Background: an optimization exercise with open tools, aiming at small area and a short achievable clock period. Do not read the settings as production practice. Where RTL was checked, it was by simulation tests only, not by an equivalence proof against the original. For runs 2, 3, 7 and 8, only the layout was checked, not whether the RTL still works. Power is estimated from default activity; no workload was simulated.

**config.mk**
```make
export PLATFORM = sky130hd
export DESIGN_NAME = sync_fifo
export DESIGN_NICKNAME = sync_fifo
export VERILOG_FILES = /design/flow/design.v
export SDC_FILE = /design/flow/constraint.sdc
export NUM_CORES = 4
export LEC_CHECK = 0
export CAP_MARGIN = 20
export CORE_MARGIN = 2
export CORE_UTILIZATION = 40
export SLEW_MARGIN = 20
```
**constraint.sdc**
```tcl
create_clock -name core_clock -period 3.0 [get_ports {clk}]
set_input_delay 0.6000 -clock core_clock [delete_from_list [all_inputs] [get_ports {clk}]]
set_output_delay 0.6000 -clock core_clock [all_outputs]
set_load 0.01 [all_outputs]
```
**design.v**
```verilog
`timescale 1ns/1ps
module sync_fifo #(
    parameter WIDTH = 32,
    parameter DEPTH = 8
)(
    input wire clk,
    input wire rst,
    input wire wr_en,
    input wire rd_en,
    input wire [WIDTH-1:0] din,
    output reg [WIDTH-1:0] dout,
    output reg full,
    output reg empty
);
    reg [WIDTH-1:0] mem [0:DEPTH-1];
    reg [$clog2(DEPTH)-1:0] wptr, rptr;
    reg [$clog2(DEPTH):0] count;
    always @(posedge clk or posedge rst) begin
        if (rst) begin
            wptr  <= 0;
            rptr  <= 0;
            count <= 0;
            full  <= 0;
            empty <= 1;
            dout  <= 0;
        end else begin
            if (rd_en && !empty) begin
                dout <= mem[rptr];
                rptr <= (rptr + 1) % DEPTH;
            end
            if (wr_en && !full) begin
                mem[wptr] <= din;
                wptr <= (wptr + 1) % DEPTH;
            end
            case ({wr_en && !full, rd_en && !empty})
                2'b10: count <= count + 1;    
                2'b01: count <= count - 1;    
                default: count <= count;      
            endcase
            full  <= (count == DEPTH-1) && (wr_en && !full) && !(rd_en && !empty)
                   ? 1'b1 : (count == DEPTH) && !(rd_en && !empty) ? 1'b1 : 1'b0;
            empty <= (count == 1) && (rd_en && !empty) && !(wr_en && !full)
                   ? 1'b1 : (count == 0) && !(wr_en && !full) ? 1'b1 : 1'b0;
        end
    end
endmodule
```
**run.sh**
```bash
#!/bin/bash
# synth_recipe.tcl (not shown) runs the flow's synth.tcl, then flattens the netlist and writes it again
# the make line also repeats each setting of config.mk as NAME=value (left out here)
make -C /OpenROAD-flow-scripts/flow DESIGN_CONFIG=/design/flow/config.mk WORK_HOME=/design/flow/orfs CLKGATE_MAP_FILE= SYNTH_SCRIPT=/design/flow/synth_recipe.tcl finish
```
==> impl_metrics.toml, run 1 <==
[drt]
drtIter0Drc = 451
via_count = 6270
ant_nets = 0
firstDrtPassIters = 5
wl_per_cell_um = 21.5
vias_per_cell = 5.41
drc_errors = 0
routed_wl_um = 24900

[pwr]
clock_power_share = 0.288
p_sw_mw = 4.12
sw_frac_of_total = 0.305
peakVddDrop_v = 0.000694
power_density_nw_per_um2 = 965
internal_power_mw = 9.40
finalPower_mw = 13.5
combinationalPowerShare = 0.312
power_leakage_nw = 4.96
pwr-share-seq = 0.400

[logic_synthesis]
synthesis.nets = 724
synth_edf_count = 256
netlist_instances = 671
ys_seq_area_frac = 0.750
yosys_warnings = 2
ys_types = 40
avgSynthCellArea_um2 = 17.5
syn_area_um2 = 11700
synth_async_sr_flop_share = 0.147
ys_ff_latch = 300
ys.flop_type = "edfxtp_1"

[layout]
final_common_cell = "edfxtp_1"
multi_input_area_um2 = 2650
seq_area_um2 = 8790
fin_util = 0.487
fin_nets = 805
fillers = 2352
instances_no_fill = 1160
drive_gt1_frac = 0.183
final_cell_mix = "edfxtp_1, clkdlybuf4s50_1, dfrtp_1, nand2_1, o21ai_0"
antenna_cells = 0
area_growth_syn_to_layout_pct = 19.5

[cts]
clk_latency_ns = 0.55
cts_hold_buf = 0
cts.htree.levels = 1
postCtsSetupBuffers = 0
cts_tree = "yes"
cts_sinks = 300
clockBufferDepth = 3
clk_pin_slew_ns = 0.06
cts_buffers = 30
root_buffer = "clkbuf_16"
cts_resized = 0

[timing]
timing.fmax_mhz = 414
post-route-period-util = 0.806
hold_viol_final = 0
setup_violations = 0
tns_ns = 0
fin_skew_ns = 0.0108
worst_pin_slew_ns = 0.683
slew_violations = 0
period_needed_ns = 2.42
grt_setup_unrepaired = "no"
maxSlewHeadroom = 0.545
setup_ws_ns = 0.582

[worst_setup_path]
worst-r2r-setup-slack_ns = 0.58
cp_cell_sequence = "inv_2 > ha_1 > nor4_2 > nand2_2 > buf_12 > o21a_1 > a22o_1"
worst_setup_path_start_kind = "flop"
rr_endpoint = "dout[20]"
critPathTopFamily = "flip-flops"
path_buf_inv = 2
critical_path_class = "flop to flop"
cp.required_ns = 3.44
slowest_delay_ns = 0.74
reg2reg_from = "rptr[2]"
cp_max_fo = 19
crit_path_end_kind = "flop"
arrival_ns = 2.85
worst_r2r_path_depth = 7
crit_slowest_cell = "dfrtp_2"

[placed_design]
place.gp.congestion = 0.736
place_ws_ns = 0.526
place_inst = 1104
dp_hpwl_um = 14000
io_buffers = 69

[floorplan]
core_um2 = 28800
rows = 62
ios = 70
die_y_um = 175
dieArea_um2 = 30700
die_w_um = 175
start_util = 0.407

[global_routing]
grtUsageTotal = 0.163
grt_max_degree = 38
grt-ovfl-total = 0
antenna_found_initial = 0
grt_pass1_vias = 6632
grt_pass1_wl_um = 38500

[worst_hold_path]
holdPathEnd = "empty"
whs_path_depth = 1
min_path_type = "flop to flop"
worstHoldStart = "count[2]"

[status]
run_status = "finished clean"

[job]
drv_cap = 0
-- metrics by stage --
step                      cell area (um2)  hold slack (ns)
after global routing                14000            0.446
after global placement              12900            0.410
after CTS                           14000            0.429
after floorplan                     11700            0.396
final                               14000            0.432
after detailed placement            12900            0.420
-- flip-flops by register name (all words and copies together), names as in the netlist --
name	flops
count	4
full	1
rptr	3
wptr	3
empty	1
dout	32
mem	256
-- synth_stat cells (3+ instances only) --
master    count  area [um2]
nor2_1        3        11.3
nand2_1      37         139
buf_6         3        33.8
a22oi_1      32         240
ha_1         17         213
and3_1        3        18.8
edfxtp_1    256        7690
dfrtp_1      43        1080
o21ai_0      36         180
clkbuf_1     21        78.8
mux2_4       25         375
a221oi_2     25         375
inv_1        11        41.3
o211a_1      31         310
o21ai_1      30         150
and2_1        5        31.3
mux2_2        7        78.8
a22o_1       32         280
buf_2        18        90.1
a221oi_1      8        70.1
xnor2_1       5        43.8
-- power groups by stage --
stage	Clock (mW)	Combinational [mW]	Sequential (mW)
floorplan	0	2.72	5.50
global route	4.15	4.60	5.47
CTS	3.98	4.27	5.41
global placement	0	4.17	5.46
finish	3.89	4.22	5.40
detailed placement	0	4.23	5.49
-- metal layers --
metal  global-route usage  vias to the layer above  share of wire  wire [um]
li1                     -                     2836              -          -
met1                0.213                     3227           0.43      10700
met2                0.281                      171           0.50      12300
met3               0.0250                       36          0.055       1380
met4               0.0486                        0          0.020        495
met5                    0                        -              0          0
-- cell families (layout without fill, tap and decap cells) --
group                    count (synthesis)  count (layout)  share of synthesized area
AO/OA/AOI/OAI                          199             199                      0.140
XOR/XNOR                                 6               6                    0.00448
AND/OR/NAND/NOR                         59              59                     0.0235
buffers and inverters                   57             162                     0.0249
multiplexers                            33              33                     0.0396
flip-flops                             300             300                      0.750
adder cells (fa/ha/maj)                 17              17                     0.0181
-- area by class of cell --
| class | instances | share of cell area |
|---|---|---|
| timing repair buffer | 94 | 0.0698 |
| sequential | 300 | 0.628 |
| tap | 384 | 0.0343 |
| clock buffer | 39 | 0.0618 |
| multi-input combinational | 314 | 0.189 |
| inverter | 12 | 0.00322 |
| clock inverter | 17 | 0.0140 |
-- worst max path at each step --
stage	start	end	slack [ns]	depth (start not counted)
3_5_place_dp	wr_en	mem[6][5]	0.53	5
2_1_floorplan	wr_en	mem[4][0]	0.74	4
5_1_grt	rptr[2]	dout[20]	0.41	7
6_report	rptr[2]	dout[20]	0.58	7
4_1_cts	rptr[2]	dout[20]	0.57	7
3_3_place_gp	wr_en	count[3]	0.52	6
==> run 2, diff against run 1 <==
==> design.v (replaced) <==
`timescale 1ns/1ps
module sync_fifo #(
    parameter WIDTH = 32,
    parameter DEPTH = 8
)(
    input wire clk,
    input wire rst,
    input wire wr_en,
    input wire rd_en,
    input wire [WIDTH-1:0] din,
    output reg [WIDTH-1:0] dout,
    output reg full,
    output reg empty
);
    reg [WIDTH-1:0] mem [0:7];
    reg [2:0] wptr, rptr;
    reg full_i, empty_i;
    wire wr_acc = wr_en & ~full_i;
    wire rd_acc = rd_en & ~empty_i;
    wire [2:0] wptr_inc = wptr + 3'd1;
    wire [2:0] rptr_inc = rptr + 3'd1;
    wire [7:0] wen, rs;
    sync_fifo_dec8 u_wdec (.en(~full_i), .a(wptr), .y(wen));
    sync_fifo_dec8 u_rdec (.en(rd_acc), .a(rptr), .y(rs));
    wire [8:0] sel = {~rd_acc, rs};
    wire [WIDTH-1:0] rdata;
    genvar b, w;
    generate
        for (b = 0; b < WIDTH; b = b + 1) begin : g_rd
            sync_fifo_rdbit u_rd (
                .sel(sel),
                .d({dout[b], mem[7][b], mem[6][b], mem[5][b], mem[4][b],
                    mem[3][b], mem[2][b], mem[1][b], mem[0][b]}),
                .y(rdata[b])
            );
        end
        for (w = 0; w < 8; w = w + 1) begin : g_wr
            always @(posedge clk) begin
                if (wen[w])
                    mem[w] <= din;
            end
        end
    endgenerate
    always @(posedge clk or posedge rst) begin
        if (rst) begin
            wptr    <= 3'd0;
            rptr    <= 3'd0;
            full_i  <= 1'b0;
            empty_i <= 1'b1;
            full    <= 1'b0;
            empty   <= 1'b1;
            dout    <= {WIDTH{1'b0}};
        end else begin
            dout <= rdata;
            if (wr_acc) wptr <= wptr_inc;
            if (rd_acc) rptr <= rptr_inc;
            full_i  <= (full_i & ~rd_acc) | (wr_acc & ~rd_acc & (wptr_inc == rptr));
            empty_i <= (empty_i & ~wr_acc) | (rd_acc & ~wr_acc & (rptr_inc == wptr));
            full    <= ~rd_acc & (full_i | (wr_acc & (wptr_inc == rptr)));
            empty   <= ~wr_acc & (empty_i | (rd_acc & (rptr_inc == wptr)));
        end
    end
endmodule
module sync_fifo_dec8 (
    input wire en,
    input wire [2:0] a,
    output wire [7:0] y
);
    assign y = {7'd0, en} << a;
endmodule
module sync_fifo_rdbit (
    input wire [8:0] sel,
    input wire [8:0] d,
    output wire y
);
    wire [2:0] n;
    sync_fifo_aoi222 u_a (.s(sel[2:0]), .d(d[2:0]), .y(n[0]));
    sync_fifo_aoi222 u_b (.s(sel[5:3]), .d(d[5:3]), .y(n[1]));
    sync_fifo_aoi222 u_c (.s(sel[8:6]), .d(d[8:6]), .y(n[2]));
    sync_fifo_nand3 u_n (.a(n), .y(y));
endmodule
module sync_fifo_aoi222 (
    input wire [2:0] s,
    input wire [2:0] d,
    output wire y
);
    assign y = ~|(s & d);
endmodule
module sync_fifo_nand3 (
    input wire [2:0] a,
    output wire y
);
    assign y = ~&a;
endmodule
==> flow/run.sh (new file) <==
#!/bin/bash
# Own layout flow: the standard ORFS flow (standard synthesis unchanged),
# with the port buffers made as buf_2 cells instead of the default delay
# buffers, and clock tree synthesis without dummy loads.
set -euo pipefail
cd "$(dirname "$0")/.."
bash standard.sh \
  "BUFFER_PORTS_ARGS=-buffer_cell sky130_fd_sc_hd__buf_2" \
  "CTS_ARGS=-sink_clustering_enable -repair_clock_nets -dont_use_dummy_load -sink_clustering_size 30 -sink_clustering_max_diameter 150" \
  finish > make_finish.log 2>&1
==> standard.sh (new file) <==
#!/bin/bash
# synth_recipe.tcl (not shown) runs the flow's synth.tcl, then flattens the netlist and writes it again
# the make line also repeats each setting of config.mk as NAME=value (left out here)
make -C /OpenROAD-flow-scripts/flow DESIGN_CONFIG=/design/flow/config.mk WORK_HOME=/design/flow/orfs CLKGATE_MAP_FILE= SYNTH_SCRIPT=/design/flow/synth_recipe.tcl "${@:-finish}"
--- a/config.mk
+++ b/config.mk
@@ -9,3 +9,4 @@
 export CORE_MARGIN = 2
 export CORE_UTILIZATION = 40
 export SLEW_MARGIN = 20
+export SYNTH_HIERARCHICAL = 1
removed: run.sh
==> run 2 against run 1 <==
  * Core utilization is 2.8 points lower
  * Via count is 12% lower
  * Register-to-register slack better by 0.28 ns
  * Setup slack improved by 0.28 ns
  * Non-clock buffer count decreased by 6
  * Clock power shrank 51%
  * Power decreased by 17%
  * Global-route usage grew 1.7 points
  * Critical path type unchanged
==> impl_metrics.toml, run 2 <==
[layout]
final_cell_mix = "edfxtp_1, a222oi_1, buf_2, dfrtp_1, nand3_1"
area_growth_syn_to_layout_pct = 12.5
largest_reg_flops = 256
drive_gt1_frac = 0.215
fillers = 2086
reg_top3 = "mem: 256 flops, dout: 32 flops"
final_common_cell = "edfxtp_1"
fin_nets = 613
largest-register = "mem"

[floorplan]
start_util = 0.408
core_um2 = 25200
ios = 70
die_y_um = 164
dieArea_um2 = 27000
die_w_um = 164
rows = 58

[placed_design]
io_buffers = 69
place.gp.congestion = 0.727
dp_hpwl_um = 12000

[logic_synthesis]
synth_top_area_cell = "edfxtp_1"
ys.flop_type = "edfxtp_1"
netlist_instances = 472
avgSynthCellArea_um2 = 21.8
synth_async_sr_flop_share = 0.141
ys_top_cells_by_area = "edfxtp_1, dfrtp_1, a222oi_1"
ys_seq_area_frac = 0.851
ys_top_cells_by_count = "edfxtp_1, a222oi_1, dfrtp_1"
yosys_warnings = 8
syn_area_um2 = 10300
ys_types = 21
synth_edf_count = 256
synth_top_area_frac = 0.748
synth.most_common_cell = "edfxtp_1"
synthesis.nets = 510
ys_ff_latch = 298

[worst_setup_path]
arrival_ns = 2.49
cp.required_ns = 3.35
crit_slowest_cell = "dfstp_2"
crit_start = "empty_i"
crit_path_end_kind = "flop"
critical_path_class = "flop to flop"
worst_setup_path_start_kind = "flop"
reg2reg_from = "empty_i"
cp_cell_sequence = "nand2b_4 > inv_1 > and4b_2 > buf_12 > a222oi_1 > nand3_1"
cp_max_fo = 21
slowest_delay_ns = 0.55

[drt]
routed_wl_um = 24000
firstDrtPassIters = 7
drtIter0Drc = 932
wl_per_cell_um = 26.5
via_count = 5497
vias_per_cell = 6.08
ant_nets = 0
drc_errors = 0

[cts]
cts_hold_buf = 0
postCtsSetupBuffers = 0
cts.htree.levels = 1
root_buffer = "clkbuf_16"
cts_buffers = 13
cts_tree = "yes"
clk_latency_ns = 0.49
clockBufferDepth = 3
cts_sinks = 298
cts_resized = 0
clk_pin_slew_ns = 0.11

[timing]
hold_viol_final = 0
worst_pin_slew_ns = 0.656
timing.fmax_mhz = 469
post-route-period-util = 0.711
maxSlewHeadroom = 0.562
whs_ns = 0.189
slew_violations = 0
grt_setup_unrepaired = "no"
fin_skew_ns = 0.0179
tns_ns = 0
period_needed_ns = 2.13
setup_violations = 0

[global_routing]
grt_pass1_vias = 5529
grt_max_degree = 36
antenna_found_initial = 3
grtUsageTotal = 0.180
grt_pass1_wl_um = 35200
grt-ovfl-total = 0

[status]
run_status = "finished clean"

[pwr]
pwr-share-seq = 0.574
combinationalPowerShare = 0.254
power_density_nw_per_um2 = 966
clock_power_share = 0.172
sw_frac_of_total = 0.314
internal_power_mw = 7.67
p_sw_mw = 3.51
peakVddDrop_v = 0.000549
power_leakage_nw = 3.88

[worst_hold_path]
min_path_type = "primary input to asynchronous set/reset pin"

[job]
drv_cap = 0
run 2: kinds of logic after synthesis:
group	Yosys count	share of synthesized area
compound gates	100	0.0957
xor+xnor	10	0.00925
fa+ha+maj	2	0.00243
buf+inv	3	0.00110
flops	298	0.851
mux	1	0.00110
simple gates	58	0.0398
run 2: modules after synthesis, one instance, submodules excluded, a selection:
module            times used  flops+latches  cell area (um2)  cells
sync_fifo                  1            298             8960    328
sync_fifo_dec8             2              0             96.3      8
sync_fifo_aoi222          96              0             10.0      1
sync_fifo_nand3           32              0             5.00      1
run 2: area by class of cell:
| cell class | instances | area (um2) | share of cell area |
|---|---|---|---|
| antenna | 1 | 2.50 | 0.000216 |
| clock buffer | 13 | 325 | 0.0281 |
| inverter | 3 | 11.3 | 0.000974 |
| multi-input combinational | 171 | 1540 | 0.133 |
| sequential | 298 | 8740 | 0.756 |
| tap | 330 | 413 | 0.0357 |
| timing repair buffer | 88 | 526 | 0.0455 |
run 2: worst paths after layout:
check	to	slack, ns	cells after the start
max in group asynchronous	empty_i	2.10	3
worst max register to register	dout[28]	0.87	6
worst min-delay path	dout[27]	0.19	2
worst max-delay path	dout[28]	0.87	6
min in group core_clock	mem[3][4]	0.38	1
worst min register to register	dout[13]	0.48	2
run 2: metal layers:
| layer | up-vias | GRT usage | part of all wire |
|---|---|---|---|
| met4 | 4 | 0.0339 | 0.013 |
| met3 | 31 | 0.0303 | 0.094 |
| met2 | 266 | 0.289 | 0.47 |
| met5 | - | 0 | 0.00096 |
| li1 | 2350 | - | - |
| met1 | 2846 | 0.262 | 0.42 |
run 2: worst max-delay path, delay by kind of cell, from the launching register on:
family                 cells  cell delay [ns]
DFF                        1             0.55
buffers and inverters      2             0.35
and+or+nand+nor            3             0.64
AOI/OAI and AO/OA          1             0.43
run 2: through the flow:
step                cells  power (mW)  utilization  setup slack, ns  area, um2
floorplan             472        7.94            -            0.141      10300
global route          903        11.7        0.459            0.762      11600
finish                904        11.2        0.459            0.866      11600
global placement      890        9.26        0.446            0.832      11200
CTS                   903        11.3        0.459            0.864      11600
detailed placement    890        9.38        0.446            0.750      11200
run 2: power by group through the flow:
stage | Sequential [mW] | Combinational (mW) | Clock [mW]
2_1_floorplan | 6.44 | 1.51 | 0
3_3_place_gp | 6.45 | 2.81 | 0
3_5_place_dp | 6.51 | 2.88 | 0
4_1_cts | 6.41 | 2.88 | 1.98
5_1_grt | 6.51 | 3.08 | 2.14
6_report | 6.41 | 2.84 | 1.92
==> run 3, diff against run 2 <==
--- a/flow/run.sh
+++ b/flow/run.sh
@@ -6,5 +6,5 @@
 cd "$(dirname "$0")/.."
 bash standard.sh \
   "BUFFER_PORTS_ARGS=-buffer_cell sky130_fd_sc_hd__buf_2" \
-  "CTS_ARGS=-sink_clustering_enable -repair_clock_nets -dont_use_dummy_load -sink_clustering_size 30 -sink_clustering_max_diameter 150" \
+  "CTS_ARGS=-sink_clustering_enable -repair_clock_nets -dont_use_dummy_load" \
   finish > make_finish.log 2>&1
==> run 3 against run 2 <==
  * Still clean
  * Clock skew increased by 0.030 ns
  * Setup slack improved by 0.040 ns
  * Combinational power about the same
  * Cell area increased by 3.7%
  * Synthesized cell count unchanged
  * Via count increased by 2.0%
  * Critical path type unchanged
  * Largest power group unchanged
  * Highest routed layer unchanged
==> impl_metrics.toml, run 3 <==
[logic_synthesis]
synth.most_common_cell = "edfxtp_1"
ys_types = 21
synth_top_family_by_area = "compound AO/OA/AOI/OAI gates"
synth_edf_count = 256
synth_top_area_frac = 0.748
ys_top_cells_by_area = "edfxtp_1, dfrtp_1, a222oi_1"
yosys_warnings = 8
avgSynthCellArea_um2 = 21.8
synth-xor-area-share = 0.00925
synthesis.nets = 510
synthMuxAreaShare = 0.00110
ys_ff_latch = 298
synth_compound_area_frac = 0.0957
synth_top_area_cell = "edfxtp_1"
synth-adder-area-share = 0.00244
netlist_instances = 472
ys_seq_area_frac = 0.851
ys_top_cells_by_count = "edfxtp_1, a222oi_1, dfrtp_1"
ys.flop_type = "edfxtp_1"
yosys.area_share.simple = 0.0398
syn_area_um2 = 10300
synth_async_sr_flop_share = 0.141

[timing]
period_needed_ns = 2.09
timing.fmax_mhz = 478
fin_skew_ns = 0.0481
hold_viol_final = 0
post-route-period-util = 0.698
whs_ns = 0.147
setup_violations = 0
maxSlewHeadroom = 0.554
tns_ns = 0
slew_violations = 0
grt_setup_unrepaired = "no"
worst_pin_slew_ns = 0.668

[pwr]
power_density_nw_per_um2 = 1030
peakVddDrop_v = 0.000560
finalPower_mw = 12.3
power_leakage_nw = 4.08

[placed_design]
dp_hpwl_um = 12000
place_area_um2 = 11200
place.gp.congestion = 0.727
io_buffers = 69

[cts]
cts_tree = "yes"
cts_sinks = 298
cts_resized = 0
clk_latency_ns = 0.56
cts_hold_buf = 0
root_buffer = "clkbuf_16"
clk_pin_slew_ns = 0.06
postCtsSetupBuffers = 0
cts_buffers = 30
cts.htree.levels = 1
clockBufferDepth = 3

[floorplan]
die_w_um = 164
rows = 58
start_util = 0.408
core_um2 = 25200
dieArea_um2 = 27000
ios = 70
die_y_um = 164

[drt]
wl_per_cell_um = 26.4
drc_errors = 0
firstDrtPassIters = 6
ant_nets = 0
routed_wl_um = 24300
vias_per_cell = 6.09
via_count = 5608
drtIter0Drc = 829

[layout]
stdcell_area_um2 = 12000
final_common_cell = "edfxtp_1"
final_cell_mix = "edfxtp_1, a222oi_1, buf_2, dfrtp_1, nand3_1"
area_growth_syn_to_layout_pct = 16.6
largest_reg_flops = 256
fin_nets = 630
fin_util = 0.476
drive_gt1_frac = 0.237
reg_top3 = "mem: 256 flops, dout: 32 flops"
largest-register = "mem"

[global_routing]
grt_pass1_wl_um = 35400
antenna_found_initial = 3
grt-ovfl-total = 0
grt_pass1_vias = 5661
grtUsageTotal = 0.181
grt_max_degree = 36

[worst_setup_path]
slowest_delay_ns = 0.53
cp_cell_sequence = "nand2b_4 > inv_1 > and4b_2 > buf_12 > a222oi_1 > nand3_1"
crit_path_end_kind = "flop"
critical_path_class = "flop to flop"
worst_setup_path_start_kind = "flop"
cp.required_ns = 3.41
crit_slowest_cell = "dfstp_2"
cp_max_fo = 21
arrival_ns = 2.51

[status]
run_status = "finished clean"

[job]
drv_cap = 0

[worst_hold_path]
min_path_type = "primary input to asynchronous set/reset pin"
-- run 3: metrics by stage --
step           setup WS, ns  instances
2_1_floorplan         0.141        472
3_3_place_gp          0.832        890
3_5_place_dp          0.750        890
4_1_cts               0.920        920
5_1_grt               0.825        920
6_report              0.906        921
-- run 3: worst paths after layout --
| check | from | slack [ns] | to | cells after the start |
|---|---|---|---|---|
| worst max-delay path | empty_i | 0.91 | dout[28] | 6 |
| worst min-delay path | rst | 0.15 | dout[3] | 2 |
| worst max register to register | empty_i | 0.91 | dout[28] | 6 |
| worst min register to register | mem[1][25] | 0.46 | dout[25] | 2 |
| max in group asynchronous | rst | 2.10 | empty_i | 3 |
| min in group core_clock | din[24] | 0.31 | mem[3][24] | 1 |
-- run 3: cells by family after synthesis --
family                     count (synthesis)
and+or+nand+nor                           58
AOI/OAI and AO/OA                        100
adders and majority gates                  2
muxes                                      1
xor gates and xnor gates                  10
buffers and inverters                      3
DFF                                      298
-- run 3: layer usage --
metal	GRT usage	part of all wire	vias to the layer above
met3	0.0328	0.078	47
met1	0.255	0.42	2911
met5	0	0.00082	-
met2	0.295	0.48	254
met4	0.0415	0.024	4
li1	-	-	2392
-- run 3: power by group --
part	switching [mW]	internal, mW
Clock	1.33	1.74
Combinational	1.87	0.978
Sequential	0.514	5.92
Total	3.71	8.63
-- run 3: final cells by class --
class,instances,area (um2)
Fill cell,2035,13200
Sequential cell,298,8740
Multi-Input combinational cell,171,1540
Clock buffer,30,751
Timing Repair Buffer,88,526
Tap cell,330,413
Inverter,3,11.3
Antenna cell,1,2.50
-- run 3: modules after synthesis, one instance, submodules excluded, a selection --
module	copies in the design	cell area, um2	flip-flops and latches
sync_fifo_nand3	32	5.00	0
sync_fifo	1	8960	298
sync_fifo_dec8	2	96.3	0
sync_fifo_aoi222	96	10.0	0
-- run 3: critical path, delay by kind of cell (launching register included) --
kind,cells,cell delay [ns]
compound gates,1,0.42
simple gates,3,0.65
flops,1,0.53
buf+inv,2,0.37
==> run 4, diff against run 3 <==
--- a/design.v
+++ b/design.v
@@ -13,16 +13,16 @@
     output reg empty
 );
     reg [WIDTH-1:0] mem [0:7];
-    reg [2:0] wptr, rptr;
-    reg full_i, empty_i;
+    reg [2:0] wptr;
+    reg [7:0] rsel;
+    reg full_i, nempty_i;
     wire wr_acc = wr_en & ~full_i;
-    wire rd_acc = rd_en & ~empty_i;
-    wire [2:0] wptr_inc = wptr + 3'd1;
-    wire [2:0] rptr_inc = rptr + 3'd1;
-    wire [7:0] wen, rs;
+    wire rd_acc = rd_en & nempty_i;
+    wire [7:0] wen;
     sync_fifo_dec8 u_wdec (.en(~full_i), .a(wptr), .y(wen));
-    sync_fifo_dec8 u_rdec (.en(rd_acc), .a(rptr), .y(rs));
-    wire [8:0] sel = {~rd_acc, rs};
+    wire n7 = |(wen & {rsel[0], rsel[7:1]});
+    wire n1 = |(rsel & {wen[0], wen[7:1]});
+    wire [8:0] sel = {~rd_acc, rsel & {8{rd_acc}}};
     wire [WIDTH-1:0] rdata;
     genvar b, w;
     generate
@@ -43,21 +43,21 @@
     endgenerate
     always @(posedge clk or posedge rst) begin
         if (rst) begin
-            wptr    <= 3'd0;
-            rptr    <= 3'd0;
-            full_i  <= 1'b0;
-            empty_i <= 1'b1;
-            full    <= 1'b0;
-            empty   <= 1'b1;
-            dout    <= {WIDTH{1'b0}};
+            wptr     <= 3'd0;
+            rsel     <= 8'd1;
+            full_i   <= 1'b0;
+            nempty_i <= 1'b0;
+            full     <= 1'b0;
+            empty    <= 1'b1;
+            dout     <= {WIDTH{1'b0}};
         end else begin
             dout <= rdata;
-            if (wr_acc) wptr <= wptr_inc;
-            if (rd_acc) rptr <= rptr_inc;
-            full_i  <= (full_i & ~rd_acc) | (wr_acc & ~rd_acc & (wptr_inc == rptr));
-            empty_i <= (empty_i & ~wr_acc) | (rd_acc & ~wr_acc & (rptr_inc == wptr));
-            full    <= ~rd_acc & (full_i | (wr_acc & (wptr_inc == rptr)));
-            empty   <= ~wr_acc & (empty_i | (rd_acc & (rptr_inc == wptr)));
+            if (wr_acc) wptr <= wptr + 3'd1;
+            if (rd_acc) rsel <= {rsel[6:0], rsel[7]};
+            full_i   <= (full_i & ~rd_acc) | (wr_acc & ~rd_acc & n7);
+            nempty_i <= (nempty_i | wr_acc) & ~(rd_acc & ~wr_acc & n1);
+            full     <= ~rd_acc & (full_i | (wr_acc & n7));
+            empty    <= ~wr_acc & (~nempty_i | (rd_acc & n1));
         end
     end
 endmodule
--- a/flow/run.sh
+++ b/flow/run.sh
@@ -6,5 +6,5 @@
 cd "$(dirname "$0")/.."
 bash standard.sh \
   "BUFFER_PORTS_ARGS=-buffer_cell sky130_fd_sc_hd__buf_2" \
-  "CTS_ARGS=-sink_clustering_enable -repair_clock_nets -dont_use_dummy_load" \
+  "CTS_ARGS=-sink_clustering_enable -repair_clock_nets -dont_use_dummy_load -sink_clustering_size 30 -sink_clustering_max_diameter 150" \
   finish > make_finish.log 2>&1
==> run 4 against run 3 <==
  * Largest cell class unchanged
  * Power shrank 28%
  * Setup slack worse by 0.086 ns
  * Flip-flop and latch count rose by 5
  * Sequential share of layout area is 2.3 points higher
  * Fmax shrank 4.0%
  * Synthesized area grew 1.2%
  * Global-route usage is 0.14 points lower
  * Core utilization down 1.8 points
==> impl_metrics.toml, run 4 <==
[status]
run_status = "finished clean"

[global_routing]
antenna_found_initial = 3
grt_pass1_vias = 5825
grt.busiest_layer = "met2"
grt_pass1_wl_um = 35900
grtUsageTotal = 0.179
grt_max_degree = 48
use_met3 = 0.0270
met1_usage = 0.236
grt-ovfl-total = 0
grt.met2_usage = 0.316

[layout]
fin_util = 0.458
reg_top3 = "mem: 256 flops, dout: 32 flops, rsel: 8 flops"
instances_no_fill = 929
largest-register = "mem"
fin_nets = 631
largest_reg_flops = 256
final_common_cell = "edfxtp_1"
drive_gt1_frac = 0.213
area_growth_syn_to_layout_pct = 13.4
final_cell_mix = "edfxtp_1, a222oi_1, buf_2, dfrtp_1, nand3_1"

[placed_design]
io_buffers = 69
place_inst = 913
place_ws_ns = 0.754
dp_hpwl_um = 14200
place.gp.congestion = 0.750

[floorplan]
rows = 59
die_w_um = 165
core_um2 = 25800
die_y_um = 165
start_util = 0.404
dieArea_um2 = 27300
ios = 70

[logic_synthesis]
synth_edf_count = 256
synth.most_common_cell = "edfxtp_1"
ys.flop_type = "edfxtp_1"
synth_top_area_frac = 0.739
ys_types = 29
syn_area_um2 = 10400
ys_ff_latch = 303
ys_seq_area_frac = 0.852
ys_top_cells_by_count = "edfxtp_1, a222oi_1, dfrtp_1"
synth_top_area_cell = "edfxtp_1"
avgSynthCellArea_um2 = 21.5
synth_async_sr_flop_share = 0.155
synthesis.nets = 521
yosys_warnings = 8
netlist_instances = 484
ys_top_cells_by_area = "edfxtp_1, dfrtp_1, a222oi_1"

[timing]
setup_ws_ns = 0.820
grt_setup_unrepaired = "no"
period_needed_ns = 2.18
slew_violations = 0
setup_violations = 0
timing.fmax_mhz = 459
maxSlewHeadroom = 0.371
fin_skew_ns = 0.0664
post-route-period-util = 0.727
worst_pin_slew_ns = 0.943
hold_viol_final = 0
tns_ns = 0

[drt]
via_count = 5639
vias_per_cell = 6.07
firstDrtPassIters = 5
drtIter0Drc = 911
ant_nets = 0
wl_per_cell_um = 26.2
drc_errors = 0
routed_wl_um = 24300

[cts]
cts_tree = "yes"
cts_buffers = 14
cts_resized = 0
clk_pin_slew_ns = 0.11
cts_hold_buf = 0
cts_sinks = 303
cts.htree.levels = 1
clockBufferDepth = 3
clk_latency_ns = 0.49
postCtsSetupBuffers = 0
root_buffer = "clkbuf_16"

[pwr]
peakVddDrop_v = 0.000468
power_density_nw_per_um2 = 758
power_leakage_nw = 4.23

[worst_setup_path]
cp_max_fo = 19
endpoint = "mem[6][8]"
crit_start = "full_i"
critical_path_class = "flop to flop"
crit_path_end_kind = "flop"
cp.required_ns = 3.09
reg2reg_from = "full_i"
worst_setup_path_start_kind = "flop"
worst-r2r-setup-slack_ns = 0.82
arrival_ns = 2.27
rr_endpoint = "mem[6][8]"
worst_r2r_path_depth = 3

[worst_hold_path]
min_path_type = "primary input to asynchronous set/reset pin"

[job]
drv_cap = 0
[run 4: how the worst min path moves through the flow]
stage                          start       end  slack (ns)  depth (start not counted)
after CTS                        rst  dout[28]        0.34                          3
after global routing             rst  dout[12]        0.36                          3
final                            rst  dout[12]        0.31                          3
after floorplan            mem[4][0]   dout[0]        0.45                          2
after global placement     mem[4][8]   dout[8]        0.45                          2
after detailed placement  mem[4][14]  dout[14]        0.46                          2
[run 4: modules after synthesis, one instance, submodules excluded, a selection]
module            flip-flops and latches  cells  cell area, um2
sync_fifo_aoi222                       0      1            10.0
sync_fifo_nand3                        0      1            5.00
sync_fifo_dec8                         0      8            96.3
sync_fifo                            303    348            9180
[run 4: report_power, final]
part / total, mW / internal [mW] / switching [mW] / leakage, nW
clock network: 2.01 / 0.845 / 1.16 / 0.173
logic: 1.05 / 0.219 / 0.836 / 1.07
registers: 5.88 / 5.63 / 0.255 / 2.99
total: 8.94 / 6.69 / 2.25 / 4.23
[run 4: kinds of logic (layout without fill, tap and decap cells)]
kind of cell	after synthesis	after routing	share of synthesized area
DFF	303	303	0.852
xor gates and xnor gates	2	2	0.00168
other	0	2	0
and+or+nand+nor	57	57	0.0350
buffers and inverters	4	112	0.00229
AOI/OAI and AO/OA	116	116	0.106
muxes	1	1	0.00108
adders and majority gates	1	1	0.00120
[run 4: layer usage]
layer | part of all wire | vias to the layer above | wire (um)
li1 | - | 2420 | -
met1 | 0.40 | 2939 | 9780
met2 | 0.51 | 245 | 12300
met3 | 0.073 | 33 | 1760
met4 | 0.017 | 2 | 421
met5 | 0.00053 | - | 13
[run 4: final cells by class]
type	instances	area (um2)
well taps	335	419
diodes	2	5.00
multi-input cells	177	1520
clock buffers	14	350
fillers	2147	14000
repair buffers	96	623
inverters	2	7.51
flip-flops and latches	303	8870
[run 4: metrics by stage]
stage / power, mW / cell area, um2 / hold WS (ns)
after floorplan: 6.38 / 10400 / 0.447
after global placement: 6.98 / 11400 / 0.451
after detailed placement: 7.06 / 11400 / 0.458
after CTS: 9.02 / 11800 / 0.341
after global routing: 9.28 / 11800 / 0.356
final: 8.94 / 11800 / 0.313
[run 4: critical path, stage by stage, from the launching register on]
cell and delay (ns):
dfrtp_1 0.44, inv_1 0.20, and4b_2 0.70, buf_4 0.42
==> run 5, diff against run 4 <==
--- a/config.mk
+++ b/config.mk
@@ -8,5 +8,6 @@
 export CAP_MARGIN = 20
 export CORE_MARGIN = 2
 export CORE_UTILIZATION = 40
+export SETUP_SLACK_MARGIN = 1.4
 export SLEW_MARGIN = 20
 export SYNTH_HIERARCHICAL = 1
==> run 5 against run 4 <==
  * Flip-flop and latch count unchanged
  * Worst hold slack improved by 0.037 ns
  * Critical path depth decreased by 2
  * Setup slack improved by 0.44 ns
  * Clock power about the same
  * Synthesized cell count unchanged
  * Global-route usage increased by 2.6 points
  * Sequential share of layout area decreased by 4.6 points
  * Non-clock buffer count increased by 42
  * Routed wire length increased by 24%
  * Combinational power increased by 43%
  * Critical endpoint is now empty
  * Highest routed layer unchanged
==> impl_metrics.toml, run 5 <==
[worst_setup_path]
crit_start = "empty"
cp.depth = 1
worst_setup_path_start_kind = "flop"
slowest_delay_ns = 0.54
arrival_ns = 1.14
reg2reg_from = "wptr[0]"
cp_cell_sequence = "buf_6"
rr_endpoint = "mem[2][0]"
critPathTopFamily = "flip-flops"
crit_slowest_cell = "dfstp_2"
endpoint = "empty"
cp.required_ns = 2.40
worst-r2r-setup-slack_ns = 1.42
path_buf_inv = 1
worst_r2r_path_depth = 2
cp_max_fo = 1
critical_path_class = "flop to output pin"
crit_path_end_kind = "output pin"

[timing]
period_needed_ns = 1.74
fin_skew_ns = 0.0899
worst_pin_slew_ns = 0.819
post-route-period-util = 0.581
timing.fmax_mhz = 574
grt_setup_unrepaired = "yes"
setup_violations = 0
hold_viol_final = 0
slew_violations = 0
maxSlewHeadroom = 0.454
tns_ns = 0

[drt]
wl_per_cell_um = 30.4
drc_errors = 0
vias_per_cell = 6.31
via_count = 6279
ant_nets = 0
routed_wl_um = 30200
drtIter0Drc = 1148
firstDrtPassIters = 6

[cts]
cts.htree.levels = 1
clk_latency_ns = 0.50
cts_sinks = 303
clk_pin_slew_ns = 0.11
cts_hold_buf = 0
clockBufferDepth = 3
root_buffer = "clkbuf_16"
cts_tree = "yes"
cts_buffers = 14

[floorplan]
die_w_um = 165
start_util = 0.404
die_y_um = 165
rows = 59
ios = 70
core_um2 = 25800
dieArea_um2 = 27300

[pwr]
p_sw_mw = 2.43
combinationalPowerShare = 0.159
power_leakage_nw = 4.58
pwr-share-seq = 0.625
sw_frac_of_total = 0.258
clock_power_share = 0.216
peakVddDrop_v = 0.000369
power_density_nw_per_um2 = 748
internal_power_mw = 6.98

[status]
run_status = "finished clean"

[worst_hold_path]
min_path_type = "primary input to asynchronous set/reset pin"

[logic_synthesis]
ys_seq_area_frac = 0.852
synth-adder-area-share = 0.00120
synth-xor-area-share = 0.00168
synth_compound_area_frac = 0.106
ys_types = 29
ys_top_cells_by_area = "edfxtp_1, dfrtp_1, a222oi_1"
yosys_warnings = 8
synth_top_area_frac = 0.739
synth_edf_count = 256
avgSynthCellArea_um2 = 21.5
syn_area_um2 = 10400
yosys.area_share.simple = 0.0350
ys_ff_latch = 303
netlist_instances = 484
synth_async_sr_flop_share = 0.155
ys_top_cells_by_count = "edfxtp_1, a222oi_1, dfrtp_1"
synth_top_family_by_area = "compound AO/OA/AOI/OAI gates"
synthMuxAreaShare = 0.00108
synth.most_common_cell = "edfxtp_1"
ys.flop_type = "edfxtp_1"
synth_top_area_cell = "edfxtp_1"
synthesis.nets = 521

[global_routing]
grt-ovfl-total = 0
grt_pass1_vias = 6230
use_met3 = 0.0350
grtUsageTotal = 0.205
grt_max_degree = 48
met1_usage = 0.266
grt_pass1_wl_um = 40000
grt.busiest_layer = "met2"
grt.met2_usage = 0.355
antenna_found_initial = 3

[layout]
fillers = 2120
drive_gt1_frac = 0.313
fin_nets = 697
final_common_cell = "edfxtp_1"
final_cell_mix = "edfxtp_1, a222oi_1, buf_2, buf_4, dfrtp_1"
reg_top3 = "mem: 256 flops, dout: 32 flops, rsel: 8 flops"
largest_reg_flops = 256
area_growth_syn_to_layout_pct = 20.9
instances_no_fill = 995
largest-register = "mem"

[placed_design]
place.gp.congestion = 0.708
dp_hpwl_um = 13000
io_buffers = 69
place_inst = 901

[job]
drv_cap = 0
## run 5: kinds of logic after synthesis
logic type | Yosys count
XOR/XNOR | 2
buffers and inverters | 4
multiplexers | 1
adder cells (fa/ha/maj) | 1
AO/OA/AOI/OAI | 116
flip-flops | 303
AND/OR/NAND/NOR | 57
## run 5: cell type report
class	count	area, um2	share of cell area
Sequential cell	303	8870	0.706
Multi-Input combinational cell	201	1840	0.146
Timing Repair Buffer	138	1070	0.0851
Tap cell	335	419	0.0333
Clock buffer	14	350	0.0279
Inverter	2	16.3	0.00129
Antenna cell	2	5.00	0.000398
## run 5: power groups by stage
stage / clock network, mW / logic [mW] / registers [mW]
after floorplan: 0 / 0.486 / 5.90
after global routing: 2.20 / 1.57 / 5.95
after detailed placement: 0 / 1.12 / 5.97
after global placement: 0 / 1.09 / 5.92
after CTS: 2.07 / 1.42 / 5.88
final: 2.03 / 1.50 / 5.88
## run 5: how the worst min path moves through the flow
stage | start | to | slack [ns] | cells after the start
after global placement | mem[4][25] | dout[25] | 0.45 | 2
after detailed placement | mem[4][9] | dout[9] | 0.46 | 2
after CTS | din[15] | mem[5][15] | 0.34 | 1
after floorplan | mem[4][0] | dout[0] | 0.45 | 2
after global routing | din[31] | mem[5][31] | 0.36 | 1
final | rst | dout[13] | 0.35 | 3
## run 5: modules after synthesis (local to each module, per instance), a selection
module,copies in the design,area (um2),cells inside
sync_fifo_dec8,1,96.3,8
sync_fifo_aoi222,96,10.0,1
sync_fifo,1,9180,348
sync_fifo_nand3,32,5.00,1
## run 5: routing by layer
layer / vias up / wire length, um
met4: 4 / 967
met5: - / 28
met3: 65 / 3390
li1: 2604 / -
met1: 3219 / 11100
met2: 387 / 14700
## run 5: per-stage QoR
stage	utilization	hold slack [ns]	cell area [um2]	power (mW)	setup slack, ns
3_5_place_dp	0.441	0.458	11400	7.09	0.991
4_1_cts	0.473	0.342	12200	9.37	1.24
2_1_floorplan	-	0.447	10500	6.39	0.782
3_3_place_gp	0.441	0.453	11400	7.01	1.02
6_report	0.488	0.350	12600	9.41	1.26
5_1_grt	0.488	0.360	12600	9.71	1.23
## run 5: timing repair
action / CTS / global route
gates resized for setup: 25 / 32
cloned: 11 / 16
pin swaps: 11 / 23
hold endpoints to repair: 0 / 0
setup endpoints to repair: 299 / 99
setup buffers: 38 / 13
## run 5: worst reg2reg max path, delay by kind of cell (launching register included)
| family | cells | cell delay [ns] |
|---|---|---|
| buffers and inverters | 1 | 0.26 |
| DFF | 1 | 0.53 |
| and+or+nand+nor | 1 | 0.46 |
==> run 6, diff against run 5 <==
--- a/config.mk
+++ b/config.mk
@@ -8,6 +8,6 @@
 export CAP_MARGIN = 20
 export CORE_MARGIN = 2
 export CORE_UTILIZATION = 40
-export SETUP_SLACK_MARGIN = 1.4
+export SETUP_SLACK_MARGIN = 1.2
 export SLEW_MARGIN = 20
 export SYNTH_HIERARCHICAL = 1
==> run 6 against run 5 <==
  * Still clean
  * Core utilization down 2.7 points
  * Clock power shrank 2%
  * Sequential power about the same
  * Worst hold slack worse by 0.27 ns
  * Synthesized area unchanged
  * Non-clock buffer count decreased by 38
  * Final cell count fell by 6.4%
  * Highest routed layer unchanged
==> impl_metrics.toml, run 6 <==
[drt]
drtIter0Drc = 877
via_count = 5746
ant_nets = 0
drc_errors = 0
wl_per_cell_um = 26.9
routed_wl_um = 25000
vias_per_cell = 6.17
firstDrtPassIters = 6

[logic_synthesis]
netlist_instances = 484
syn_area_um2 = 10400
synth.most_common_cell = "edfxtp_1"
ys_top_cells_by_count = "edfxtp_1, a222oi_1, dfrtp_1"
ys_seq_area_frac = 0.852
synth_top_area_frac = 0.739
avgSynthCellArea_um2 = 21.5
ys_types = 29
ys.flop_type = "edfxtp_1"
synthesis.nets = 521
synth_edf_count = 256
ys_top_cells_by_area = "edfxtp_1, dfrtp_1, a222oi_1"
synth_async_sr_flop_share = 0.155
yosys_warnings = 8
ys_ff_latch = 303
synth_top_area_cell = "edfxtp_1"

[placed_design]
place_area_um2 = 11500
io_buffers = 69
place.gp.congestion = 0.712
dp_hpwl_um = 14200

[layout]
reg_top3 = "mem: 256 flops, dout: 32 flops, rsel: 8 flops"
largest-register = "mem"
area_growth_syn_to_layout_pct = 14.3
drive_gt1_frac = 0.235
final_common_cell = "edfxtp_1"
antenna_cells = 0
fin_nets = 635
final_cell_mix = "edfxtp_1, a222oi_1, buf_2, dfrtp_1, nand3_1"
largest_reg_flops = 256
stdcell_area_um2 = 11900

[worst_setup_path]
cp.required_ns = 3.18
worst_setup_path_start_kind = "flop"
rr_endpoint = "mem[3][24]"
reg2reg_from = "wptr[2]"
arrival_ns = 1.91
critical_path_class = "flop to flop"
cp_max_fo = 17
worst_r2r_path_depth = 2
crit_path_end_kind = "flop"
worst-r2r-setup-slack_ns = 1.27

[global_routing]
grt_pass1_vias = 5939
grtUsageTotal = 0.186
grt_max_degree = 38
grt-ovfl-total = 0
antenna_found_initial = 1
grt_pass1_wl_um = 37200

[cts]
root_buffer = "clkbuf_16"
cts_tree = "yes"
cts.htree.levels = 1
clk_pin_slew_ns = 0.11
clk_latency_ns = 0.48
clockBufferDepth = 3
cts_buffers = 14
cts_sinks = 303
cts_hold_buf = 0

[pwr]
power_density_nw_per_um2 = 760
finalPower_mw = 9.03
power_leakage_nw = 4.25
peakVddDrop_v = 0.000444

[floorplan]
die_y_um = 165
rows = 59
core_um2 = 25800
dieArea_um2 = 27300
start_util = 0.404
die_w_um = 165
ios = 70

[timing]
hold_viol_final = 0
post-route-period-util = 0.578
period_needed_ns = 1.73
setup_violations = 0
fin_skew_ns = 0.0628
slew_violations = 0
whs_ns = 0.0765
maxSlewHeadroom = 0.690
timing.fmax_mhz = 577
worst_pin_slew_ns = 0.465
grt_setup_unrepaired = "yes"
tns_ns = 0

[worst_hold_path]
min_path_type = "primary input to asynchronous set/reset pin"

[status]
run_status = "finished clean"

[job]
drv_cap = 0
## run 6: layout make-up
| cell class | instances | area, um2 |
|---|---|---|
| Timing Repair Buffer | 100 | 681 |
| Clock buffer | 14 | 350 |
| Multi-Input combinational cell | 177 | 1560 |
| Fill cell | 2171 | 13900 |
| Inverter | 2 | 7.51 |
| Sequential cell | 303 | 8870 |
| Tap cell | 335 | 419 |
## run 6: modules after synthesis, one instance, submodules excluded, a selection
| module | cells | copies in the design |
|---|---|---|
| sync_fifo_dec8 | 8 | 1 |
| sync_fifo_nand3 | 1 | 32 |
| sync_fifo | 348 | 1 |
| sync_fifo_aoi222 | 1 | 96 |
## run 6: through the flow
step,utilization,setup WS (ns),instances
2_1_floorplan,-,0.782,484
3_3_place_gp,0.445,0.830,913
3_5_place_dp,0.445,0.806,913
4_1_cts,0.459,1.20,927
5_1_grt,0.461,1.19,931
6_report,0.461,1.27,931
## run 6: kinds of logic (layout without fill, tap and decap cells)
| family | after synthesis | count (layout) | synth area share |
|---|---|---|---|
| AO/OA/AOI/OAI | 116 | 116 | 0.106 |
| XOR/XNOR | 2 | 2 | 0.00168 |
| adder cells (fa/ha/maj) | 1 | 1 | 0.00120 |
| buffers and inverters | 4 | 116 | 0.00229 |
| flip-flops | 303 | 303 | 0.852 |
| multiplexers | 1 | 1 | 0.00108 |
| AND/OR/NAND/NOR | 57 | 57 | 0.0350 |
## run 6: timing repair
action	4_1_cts	5_1_grt
pin swaps	0	1
resized for setup	11	9
buffers inserted	0	4
endpoints found under the setup margin	128	56
endpoints found under the hold margin	0	0
## run 6: worst max path at each step
stage	start	endpoint	slack, ns
5_1_grt	nempty_i	dout[17]	1.19
4_1_cts	full_i	mem[5][29]	1.20
3_5_place_dp	rd_en	dout[11]	0.81
3_3_place_gp	rd_en	dout[10]	0.83
2_1_floorplan	wptr[2]	full	0.78
6_report	wptr[2]	mem[3][24]	1.27
## run 6: layer usage
metal	GRT usage	wire length, um	vias to the layer above
li1	-	-	2422
met1	0.267	10400	3021
met2	0.302	12100	270
met3	0.0247	2050	31
met4	0.0470	474	2
met5	0	11	-
## run 6: critical path, stage by stage (launching register included)
cell	delay (ns)
dfrtp_2	0.50
and4b_4	0.61
buf_4	0.31
## run 6: power breakdown
| part | total [mW] | internal, mW | switching [mW] |
|---|---|---|---|
| clock network | 1.99 | 0.844 | 1.15 |
| logic | 1.17 | 0.284 | 0.884 |
| registers | 5.87 | 5.63 | 0.244 |
==> run 7, diff against run 6 <==
--- a/design.v
+++ b/design.v
@@ -10,12 +10,13 @@
     input wire [WIDTH-1:0] din,
     output reg [WIDTH-1:0] dout,
     output reg full,
-    output reg empty
+    output wire empty
 );
     reg [WIDTH-1:0] mem [0:7];
     reg [2:0] wptr;
     reg [7:0] rsel;
-    reg full_i, nempty_i;
+    reg full_i, nempty_i, nempty_o;
+    assign empty = ~nempty_o;
     wire wr_acc = wr_en & ~full_i;
     wire rd_acc = rd_en & nempty_i;
     wire [7:0] wen;
@@ -48,7 +49,7 @@
             full_i   <= 1'b0;
             nempty_i <= 1'b0;
             full     <= 1'b0;
-            empty    <= 1'b1;
+            nempty_o <= 1'b0;
             dout     <= {WIDTH{1'b0}};
         end else begin
             dout <= rdata;
@@ -57,7 +58,7 @@
             full_i   <= (full_i & ~rd_acc) | (wr_acc & ~rd_acc & n7);
             nempty_i <= (nempty_i | wr_acc) & ~(rd_acc & ~wr_acc & n1);
             full     <= ~rd_acc & (full_i | (wr_acc & n7));
-            empty    <= ~wr_acc & (~nempty_i | (rd_acc & n1));
+            nempty_o <= wr_acc | (nempty_i & ~(rd_acc & n1));
         end
     end
 endmodule
==> run 7 against run 6 <==
  * Highest routed layer unchanged
  * Global-route usage down 1.0 points
  * Die area about the same
  * Flip-flop and latch count unchanged
  * Routed wire length down 3.6%
  * Power up 0.36%
  * Via count down 1.1%
  * Cell area up 0.25%
  * Setup slack worse by 0.010 ns
  * Fmax down 0.58%
  * Critical endpoint is now mem[6][5]
==> impl_metrics.toml, run 7 <==
[logic_synthesis]
synth_top_area_cell = "edfxtp_1"
synthesis.nets = 522
yosys_warnings = 8
netlist_instances = 485
ys_top_cells_by_area = "edfxtp_1, dfrtp_1, a222oi_1"
ys_ff_latch = 303
ys_types = 27
synth_edf_count = 256
ys_top_cells_by_count = "edfxtp_1, a222oi_1, dfrtp_1"
synth_top_area_frac = 0.738
synth_async_sr_flop_share = 0.155
avgSynthCellArea_um2 = 21.5
synth.most_common_cell = "edfxtp_1"
ys.flop_type = "edfxtp_1"
syn_area_um2 = 10400
ys_seq_area_frac = 0.852

[layout]
drive_gt1_frac = 0.240
final_cell_mix = "edfxtp_1, a222oi_1, buf_2, dfrtp_1, nand3_1"
reg_top3 = "mem: 256 flops, dout: 32 flops, rsel: 8 flops"
largest-register = "mem"
multi_input_area_um2 = 1580
seq_area_um2 = 8870
fin_nets = 639
largest_reg_flops = 256
final_common_cell = "edfxtp_1"
fin_util = 0.461
instances_no_fill = 936
area_growth_syn_to_layout_pct = 14.5
fillers = 2236

[timing]
worst_pin_slew_ns = 0.629
fin_skew_ns = 0.0709
hold_viol_final = 0
slew_violations = 0
grt_setup_unrepaired = "no"
tns_ns = 0
maxSlewHeadroom = 0.580
period_needed_ns = 1.74
post-route-period-util = 0.581
setup_violations = 0
timing.fmax_mhz = 574

[drt]
routed_wl_um = 24100
ant_nets = 0
drc_errors = 0
vias_per_cell = 6.07
via_count = 5684
wl_per_cell_um = 25.8
drtIter0Drc = 839
firstDrtPassIters = 7

[placed_design]
place_inst = 915
io_buffers = 69
dp_hpwl_um = 13900
place.gp.congestion = 0.744

[pwr]
power_density_nw_per_um2 = 761
peakVddDrop_v = 0.000347
finalPower_mw = 9.06
power_leakage_nw = 4.26

[floorplan]
rows = 59
start_util = 0.403
ios = 70
die_y_um = 165
dieArea_um2 = 27300
core_um2 = 25800
die_w_um = 165

[global_routing]
grt-ovfl-total = 0
antenna_found_initial = 2
grt_max_degree = 34
grtUsageTotal = 0.175
grt_pass1_vias = 5678
grt_pass1_wl_um = 35300

[worst_setup_path]
cp_max_fo = 26
cp.required_ns = 3.16
crit_path_end_kind = "flop"
critical_path_class = "flop to flop"
arrival_ns = 1.91
worst_setup_path_start_kind = "flop"

[job]
drv_cap = 0

[worst_hold_path]
min_path_type = "primary input to asynchronous set/reset pin"

[cts]
cts.htree.levels = 1
cts_tree = "yes"
clockBufferDepth = 3
cts_sinks = 303
clk_latency_ns = 0.50
clk_pin_slew_ns = 0.11
cts_hold_buf = 0
cts_buffers = 14
root_buffer = "clkbuf_16"

[status]
run_status = "finished clean"
[run 7: cells by family (layout without fill, tap and decap cells)]
| logic type | count (synthesis) | in the layout | synth area share |
|---|---|---|---|
| flops | 303 | 303 | 0.852 |
| compound gates | 116 | 116 | 0.106 |
| simple gates | 56 | 57 | 0.0355 |
| buf+inv | 6 | 120 | 0.00300 |
| xor+xnor | 2 | 2 | 0.00168 |
| fa+ha+maj | 1 | 1 | 0.00120 |
| mux | 1 | 1 | 0.00108 |
| other cells | 0 | 1 | 0 |
[run 7: per-layer routing]
metal,wire length (um),up-vias,share of wire,track usage
met5,26,-,0.0011,0
met4,427,4,0.018,0.0458
met3,1760,34,0.073,0.0292
met2,11800,247,0.49,0.301
met1,10100,2970,0.42,0.234
li1,-,2429,-,-
[run 7: per-module statistics from Yosys (local to each module, per instance), excerpt]
module,cell area [um2],times used
sync_fifo,9190,1
sync_fifo_dec8,96.3,1
sync_fifo_aoi222,10.0,96
sync_fifo_nand3,5.00,32
[run 7: through the flow]
step | instance area [um2] | hold WS (ns) | worst slack [ns]
after floorplan | 10400 | 0.447 | 0.782
after global placement | 11400 | 0.454 | 0.916
after detailed placement | 11400 | 0.457 | 0.898
after CTS | 11800 | 0.191 | 1.18
after global routing | 11900 | 0.195 | 1.20
final | 11900 | 0.165 | 1.26
[run 7: layout make-up]
| type | instances | area share |
|---|---|---|
| Tap cell | 335 | 0.0352 |
| Inverter | 4 | 0.00126 |
| Timing Repair Buffer | 102 | 0.0570 |
| Antenna cell | 1 | 0.000210 |
| Sequential cell | 303 | 0.744 |
| Clock buffer | 14 | 0.0294 |
| Multi-Input combinational cell | 177 | 0.133 |
[run 7: worst paths after layout]
path                            start         to  slack [ns]  cells after the start
hold reg to reg            mem[7][30]   dout[30]        0.40                      2
min in group core_clock        din[7]  mem[6][7]        0.36                      1
hold / removal                    rst    rsel[5]        0.17                      2
setup / recovery               full_i  mem[6][5]        1.26                      3
max in group asynchronous         rst    dout[2]        2.23                      3
setup reg to reg               full_i  mem[6][5]        1.26                      3
[run 7: what timing repair did]
item / CTS / global route
buffers inserted: 0 / 5
endpoints found under the setup margin: 144 / 74
gates cloned: 0 / 1
resized for setup: 12 / 9
pin swaps: 0 / 1
[run 7: worst max-delay path: stages, from the launching register on]
cell	delay (ns)
dfrtp_1	0.46
inv_2	0.19
and4b_4	0.41
buf_8	0.32
[run 7: where the power goes]
group	internal [mW]	total [mW]	switching, mW
Combinational	0.314	1.16	0.849
Clock	0.844	2.00	1.16
Sequential	5.63	5.90	0.272
Total	6.78	9.06	2.28
==> run 8, diff against run 7 <==
==> flow/run.sh (replaced) <==
#!/bin/bash
# Own layout flow: the standard ORFS flow (standard synthesis unchanged),
# with the port buffers made as buf_1 cells instead of the default delay
# buffers, and clock tree synthesis without dummy loads.
set -euo pipefail
cd "$(dirname "$0")/.."
bash standard.sh \
  "BUFFER_PORTS_ARGS=-buffer_cell sky130_fd_sc_hd__buf_1" \
  "CTS_ARGS=-sink_clustering_enable -repair_clock_nets -dont_use_dummy_load -sink_clustering_size 30 -sink_clustering_max_diameter 150" \
  finish > make_finish.log 2>&1
==> run 8 against run 7 <==
  * Setup slack worse by 0.012 ns
  * Clock power about the same
  * Cell area shrank 0.31%
  * Die area unchanged
  * Critical path depth is 1 lower
  * Combinational power is 5% higher
  * Count of clock-buffer cells in the layout is the same
  * Highest routed layer is now met4
  * Fmax is 0.67% lower
  * Sequential power about the same
  * First-iteration DRC count is 7.7% lower
  * Non-clock buffer count rose by 4
==> impl_metrics.toml, run 8 <==
[status]
run_status = "finished clean"

[timing]
timing.fmax_mhz = 570
whs_ns = 0.155
setup_ws_ns = 1.24
period_needed_ns = 1.76
post-route-period-util = 0.585
worst_pin_slew_ns = 0.636
grt_setup_unrepaired = "yes"
fin_skew_ns = 0.0652
slew_violations = 0
tns_ns = 0
setup_violations = 0
hold_viol_final = 0
maxSlewHeadroom = 0.576

[layout]
largest-register = "mem"
reg_top3 = "mem: 256 flops, dout: 32 flops, rsel: 8 flops"
final_cell_mix = "edfxtp_1, a222oi_1, buf_1, dfrtp_1, nand3_1"
drive_gt1_frac = 0.124
largest_reg_flops = 256
antenna_cells = 0
fin_nets = 642
area_growth_syn_to_layout_pct = 14.1
final_common_cell = "edfxtp_1"
stdcell_area_um2 = 11900

[worst_hold_path]
min_path_type = "primary input to asynchronous set/reset pin"

[placed_design]
place_ws_ns = 0.774
place.gp.congestion = 0.758
io_buffers = 69
place_area_um2 = 11400
dp_hpwl_um = 14000

[logic_synthesis]
synth-adder-area-share = 0.00120
ys_ff_latch = 303
yosys_warnings = 8
synth.most_common_cell = "edfxtp_1"
ys_seq_area_frac = 0.852
synth-xor-area-share = 0.00168
synthesis.nets = 522
synth_compound_area_frac = 0.106
synth_top_family_by_area = "compound AO/OA/AOI/OAI gates"
ys_types = 27
synth_async_sr_flop_share = 0.155
synth_top_area_frac = 0.738
yosys.area_share.simple = 0.0355
synthMuxAreaShare = 0.00108
synth_top_area_cell = "edfxtp_1"
synth_edf_count = 256
ys.flop_type = "edfxtp_1"
ys_top_cells_by_count = "edfxtp_1, a222oi_1, dfrtp_1"
ys_top_cells_by_area = "edfxtp_1, dfrtp_1, a222oi_1"
avgSynthCellArea_um2 = 21.5
syn_area_um2 = 10400
netlist_instances = 485

[global_routing]
antenna_found_initial = 0
grt_pass1_vias = 5746
grtUsageTotal = 0.179
grt_pass1_wl_um = 35700
grt_max_degree = 34
grt-ovfl-total = 0

[pwr]
power_leakage_nw = 4.05
peakVddDrop_v = 0.000430
finalPower_mw = 9.10
power_density_nw_per_um2 = 766

[worst_setup_path]
rr_endpoint = "mem[4][1]"
crit_start = "wptr[0]"
cp_max_fo = 16
critical_path_class = "flop to flop"
worst_r2r_path_depth = 2
worst_setup_path_start_kind = "flop"
worst-r2r-setup-slack_ns = 1.24
reg2reg_from = "wptr[0]"
crit_path_end_kind = "flop"
arrival_ns = 1.92
cp.required_ns = 3.17

[floorplan]
rows = 59
start_util = 0.403
ios = 70
core_um2 = 25800
die_y_um = 165
dieArea_um2 = 27300
die_w_um = 165

[cts]
clockBufferDepth = 3
clk_latency_ns = 0.49
root_buffer = "clkbuf_16"
cts.htree.levels = 1
cts_hold_buf = 0
cts_sinks = 303
cts_tree = "yes"
cts_buffers = 14
clk_pin_slew_ns = 0.11

[drt]
drtIter0Drc = 774
wl_per_cell_um = 25.9
drc_errors = 0
via_count = 5738
ant_nets = 0
vias_per_cell = 6.12
wl_met3_um = 1650
firstDrtPassIters = 6
wl_met2_um = 12300
routed_wl_um = 24300
top_layer = "met4"
wl_met1_um = 10000

[job]
drv_cap = 0
run 8: area by class of cell:
cell class | instances | area (um2)
fill | 2189 | 14000
sequential | 303 | 8870
multi-input combinational | 176 | 1560
timing repair buffer | 106 | 666
tap | 335 | 419
clock buffer | 14 | 350
inverter | 4 | 15.0
run 8: per-layer routing:
layer  GRT usage  up-vias
li1            -     2438
met1       0.240     3034
met2       0.313      236
met3      0.0255       30
met4      0.0411        0
met5           0        -
run 8: what timing repair did:
item	CTS	global route
setup buffers	3	10
endpoints found under the setup margin	124	89
resized for setup	10	3
pin swaps	0	1
run 8: cells by family (layout without fill, tap and decap cells):
group	after synthesis	count (layout)
AND/OR/NAND/NOR	56	56
adder cells (fa/ha/maj)	1	1
flip-flops	303	303
buffers and inverters	6	124
multiplexers	1	1
XOR/XNOR	2	2
AO/OA/AOI/OAI	116	116
run 8: metrics by stage:
step / std cells / util
floorplan: 485 / -
global placement: 911 / 0.441
detailed placement: 911 / 0.441
CTS: 928 / 0.456
global route: 938 / 0.460
finish: 938 / 0.460
run 8: worst max-delay path by stage:
| stage | to | slack, ns | cells past startpoint |
|---|---|---|---|
| after floorplan | full | 0.78 | 4 |
| after global placement | dout[24] | 0.82 | 5 |
| after detailed placement | dout[24] | 0.77 | 5 |
| after CTS | mem[6][19] | 1.18 | 3 |
| after global routing | dout[4] | 1.18 | 4 |
| final | mem[4][1] | 1.24 | 2 |
run 8: Yosys stat by module, one instance, submodules excluded, a selection:
module / cell area [um2] / times used
sync_fifo_aoi222: 10.0 / 96
sync_fifo: 9190 / 1
sync_fifo_dec8: 96.3 / 1
sync_fifo_nand3: 5.00 / 32
run 8: report_power, final:
| part | internal, mW | switching, mW | total, mW |
|---|---|---|---|
| registers | 5.62 | 0.254 | 5.88 |
| clock network | 0.844 | 1.15 | 1.99 |
| logic | 0.337 | 0.887 | 1.22 |
| total | 6.81 | 2.29 | 9.10 |
run 8: worst max-delay path: stages (launching register included):
cell	delay, ns
dfrtp_1	0.52
and4bb_4	0.56
buf_4	0.35

## afterwards: timing with drivers on the ports
The results above use ideal ports. As a check the final layouts listed here were re-extracted and re-timed, cells and wires unchanged. Step 1 assumes that a clkbuf_16 drives the clock port and a buf_2 every other input. Step 2, shift: input delay + t, output delay - t, t = (earliest + latest rising clock arrival at the registers) / 2. This alone moves slack from input paths to output paths. a / b / c = no drivers / after step 1 / after step 2; a / b = the first two.
run	t, ns	setup slack, ns	hold slack, ns	worst setup path at the end	pins driven straight from the clock port
run 1	0.593	0.582 / 0.582 / 0.517	0.432 / 0.432 / 0.432	input to register	1
run 2	0.525	0.866 / 0.866 / 0.745	0.189 / 0.170 / 0.482	input to register	1
run 3	0.579	0.906 / 0.906 / 0.730	0.147 / 0.125 / 0.464	input to register	1
run 4	0.500	0.820 / 0.820 / 0.745	0.313 / 0.288 / 0.402	input to register	1
run 5	0.506	1.258 / 1.212 / 1.032	0.350 / 0.327 / 0.403	input to register	1
run 6	0.497	1.267 / 1.221 / 0.989	0.076 / 0.051 / 0.411	input to register	1
run 7	0.508	1.257 / 1.257 / 1.021	0.165 / 0.141 / 0.401	input to register	1
run 8	0.510	1.245 / 1.239 / 0.911	0.155 / 0.127 / 0.400	input to register	1
After both steps every run listed still meets setup and hold. For run 8, which loses most, drivers alone change the setup slack by -0.006 ns; drivers and shift together by -0.334 ns.
